Background: an optimization exercise with open tools, aiming at small area and a short achievable clock period. Do not read the settings as production practice.
Only simulation tests tie the RTL to the original design; equivalence was not proved.
No activity file was given, so power comes from the tool's default toggle rates.

Setup of garnet:
==> flow/design.v (excerpt) <==
module minisys_cpu(
    input         clk,
    input         rst,           
    output [13:0] imem_addr,     
    input  [31:0] imem_data,     
    output [13:0] dmem_addr,     
    output        dmem_we,       
    output        dmem_re,       
    output [31:0] dmem_wdata,    
    input  [31:0] dmem_rdata,    
    input  [23:0] switch_i,      
    input  [15:0] kbd_i,         
    output [23:0] led,           
    output [31:0] seg_num        
);
    wire [31:0] ins = imem_data;
    wire [5:0]  op  = ins[31:26];
    wire [5:0]  fn  = ins[5:0];
    wire [4:0]  rs  = ins[25:21];
    wire [4:0]  rt  = ins[20:16];
    wire [4:0]  rd  = ins[15:11];
    wire [4:0]  sh  = ins[10:6];
    wire [15:0] imm = ins[15:0];
    wire is_lw   = op[5] & ~op[3];
    wire is_sw   = op[5] &  op[3];
    wire is_i    = ~op[5] & op[3];                  
    wire is_r    = ~op[5] & ~op[3] & ~op[2] & ~op[1];
    wire is_br   = ~op[5] & ~op[3] &  op[2];        
    wire is_jmp  = ~op[5] & ~op[3] & ~op[2] & op[1];  
    wire is_jal  = is_jmp & op[0];
    wire is_jr   = is_r & ~fn[5] & fn[3];
    wire zext    = is_i & (op[2] | op[0]);
    wire [31:0] ext = {{16{imm[15] & ~zext}}, imm};
    wire [31:0] sext = {{16{imm[15]}}, imm};
    reg  [31:0] pc;
  ...
Size: roughly 220 I/O pins, ~0.054 mm² of cells after synthesis.
Settings: LEC_CHECK=0, CAP_MARGIN=20, CELL_PAD_IN_SITES_DETAIL_PLACEMENT=1, CELL_PAD_IN_SITES_GLOBAL_PLACEMENT=1, CORE_MARGIN=2, CORE_UTILIZATION=50, CTS_CLUSTER_DIAMETER=100, CTS_CLUSTER_SIZE=30, SLEW_MARGIN=20, SYNTH_HIERARCHICAL=1, SYNTH_MINIMUM_KEEP_SIZE=0, TNS_END_PERCENT=5; clock period 18.0 ns.
standard.sh (not shown) runs the stock make flow with config.mk's settings and CLKGATE_MAP_FILE= SYNTH_SCRIPT=/design/flow/synth_recipe.tcl, a recipe that flattens the netlist after the stock synthesis.
==> flow/flow/run.sh <==
#!/bin/bash
# Layout flow: the standard ORFS flow (standard.sh), with
#  - port buffers of sky130_fd_sc_hd__buf_1 instead of the default delay buffer
#  - a larger setup slack margin for ORFS's timing repair, so that it keeps
#    improving paths past the (loose) clock constraint
#  - the resizer free to change a cell's footprint (MATCH_CELL_FOOTPRINT=0),
#    not used in synthesis
#  - global routing that keeps more wires off met1/met2 (flow/fastroute.tcl)
# The synthesis, SDC, clock period and every other setting are the standard flow's.
set -uo pipefail
here=$(pwd)
export SETUP_SLACK_MARGIN=7
export BUFFER_PORTS_ARGS="-buffer_cell sky130_fd_sc_hd__buf_1"
export FASTROUTE_TCL="$here/flow/fastroute.tcl"
bash standard.sh synth > standard_synth.log 2>&1 || exit 1
bash standard.sh MATCH_CELL_FOOTPRINT=0 finish > standard_flow.log 2>&1
status=$?
cp -f orfs/logs/sky130hd/minisys_cpu/base/*.log . 2>/dev/null || true
exit $status
==> flow/flow/fastroute.tcl <==
# Global routing layers for sky130hd, as the platform's fastroute.tcl, but
# with less of met1 and met2 offered to the global router so that fewer
# wires are left to fight over the cell pins there.
set_global_routing_layer_adjustment met1 0.5
set_global_routing_layer_adjustment met2 0.35
set_global_routing_layer_adjustment met3-$::env(MAX_ROUTING_LAYER) 0.2

set_routing_layers -clock $::env(MIN_CLK_ROUTING_LAYER)-$::env(MAX_ROUTING_LAYER)
set_routing_layers -signal $::env(MIN_ROUTING_LAYER)-$::env(MAX_ROUTING_LAYER)
Input-level comparison between harbor and garnet:
- swapping 50 for 45 in CORE_UTILIZATION
==> flow/flow/run.sh <==
#!/bin/bash
# Layout flow: the standard ORFS flow (standard.sh), with
#  - port buffers of sky130_fd_sc_hd__buf_2 instead of the default delay buffer
#  - a larger setup slack margin for ORFS's timing repair, so that it keeps
#    improving paths past the (loose) clock constraint
#  - the resizer free to change a cell's footprint (MATCH_CELL_FOOTPRINT=0),
#    not used in synthesis
#  - global routing that keeps more wires off met1/met2 (flow/fastroute.tcl)
# The synthesis, SDC, clock period and every other setting are the standard flow's.
set -uo pipefail
here=$(pwd)
export SETUP_SLACK_MARGIN=7
export BUFFER_PORTS_ARGS="-buffer_cell sky130_fd_sc_hd__buf_2"
export FASTROUTE_TCL="$here/flow/fastroute.tcl"
bash standard.sh synth > standard_synth.log 2>&1 || exit 1
bash standard.sh MATCH_CELL_FOOTPRINT=0 finish > standard_flow.log 2>&1
status=$?
cp -f orfs/logs/sky130hd/minisys_cpu/base/*.log . 2>/dev/null || true
exit $status
[summary]
harbor vs garnet on overall routed net length: harbor is the higher one.
Changes observed in harbor relative to garnet: fraction of area in clock buffers and inverters comparable, time the worst path needs with I/O delays and setup shows an increase of 0.15 ns, global-route met3 utilization went down 3.9 points, final cell area excluding filler cells held steady.
Instance count on the critical path (lower): harbor
Against garnet, worst setup margin in harbor came out worse.
Summary — fraction of met2 tracks used by global routing, harbor relative to garnet: lower, by 3.4 points.
The fmax reported for harbor is smaller than that of garnet by about 1.4%.
Compared garnet against harbor; total power within noise.

-- what the ideal ports hide --
How much do the figures lean on ideal ports? The routed layouts below were timed once more, with nothing changed but the port constraints. Step 1 sets driving cells, clkbuf_16 on the clock port and buf_2 on the other inputs (assumed; they add their load-dependent delay and slew). Step 2 moves the port delays by t, midway between the first and last clock arrival at a register: inputs arrive t later, outputs are due t later. That takes back most of the time a late clock gives input paths. a / b / c = ideal ports / drivers / drivers and shift; a / b = the first two.
run | shift t [ns] | setup slack, ns | worst hold slack (ns) | latest minus earliest clock arrival (ns) | slew at the worst register clock pin (ns)
garnet | 0.772 | 6.988 / 6.934 / 6.564 | 0.480 / 0.480 / 0.480 | 0.041 / 0.042 | 0.12 / 0.12
harbor | 0.763 | 6.833 / 6.789 / 6.479 | 0.467 / 0.467 / 0.467 | 0.043 / 0.044 | 0.12 / 0.12
After both steps setup and hold are still met in every run listed. The setup slack of garnet, which loses most, moves by -0.054 ns with the drivers and by -0.424 ns with both steps.
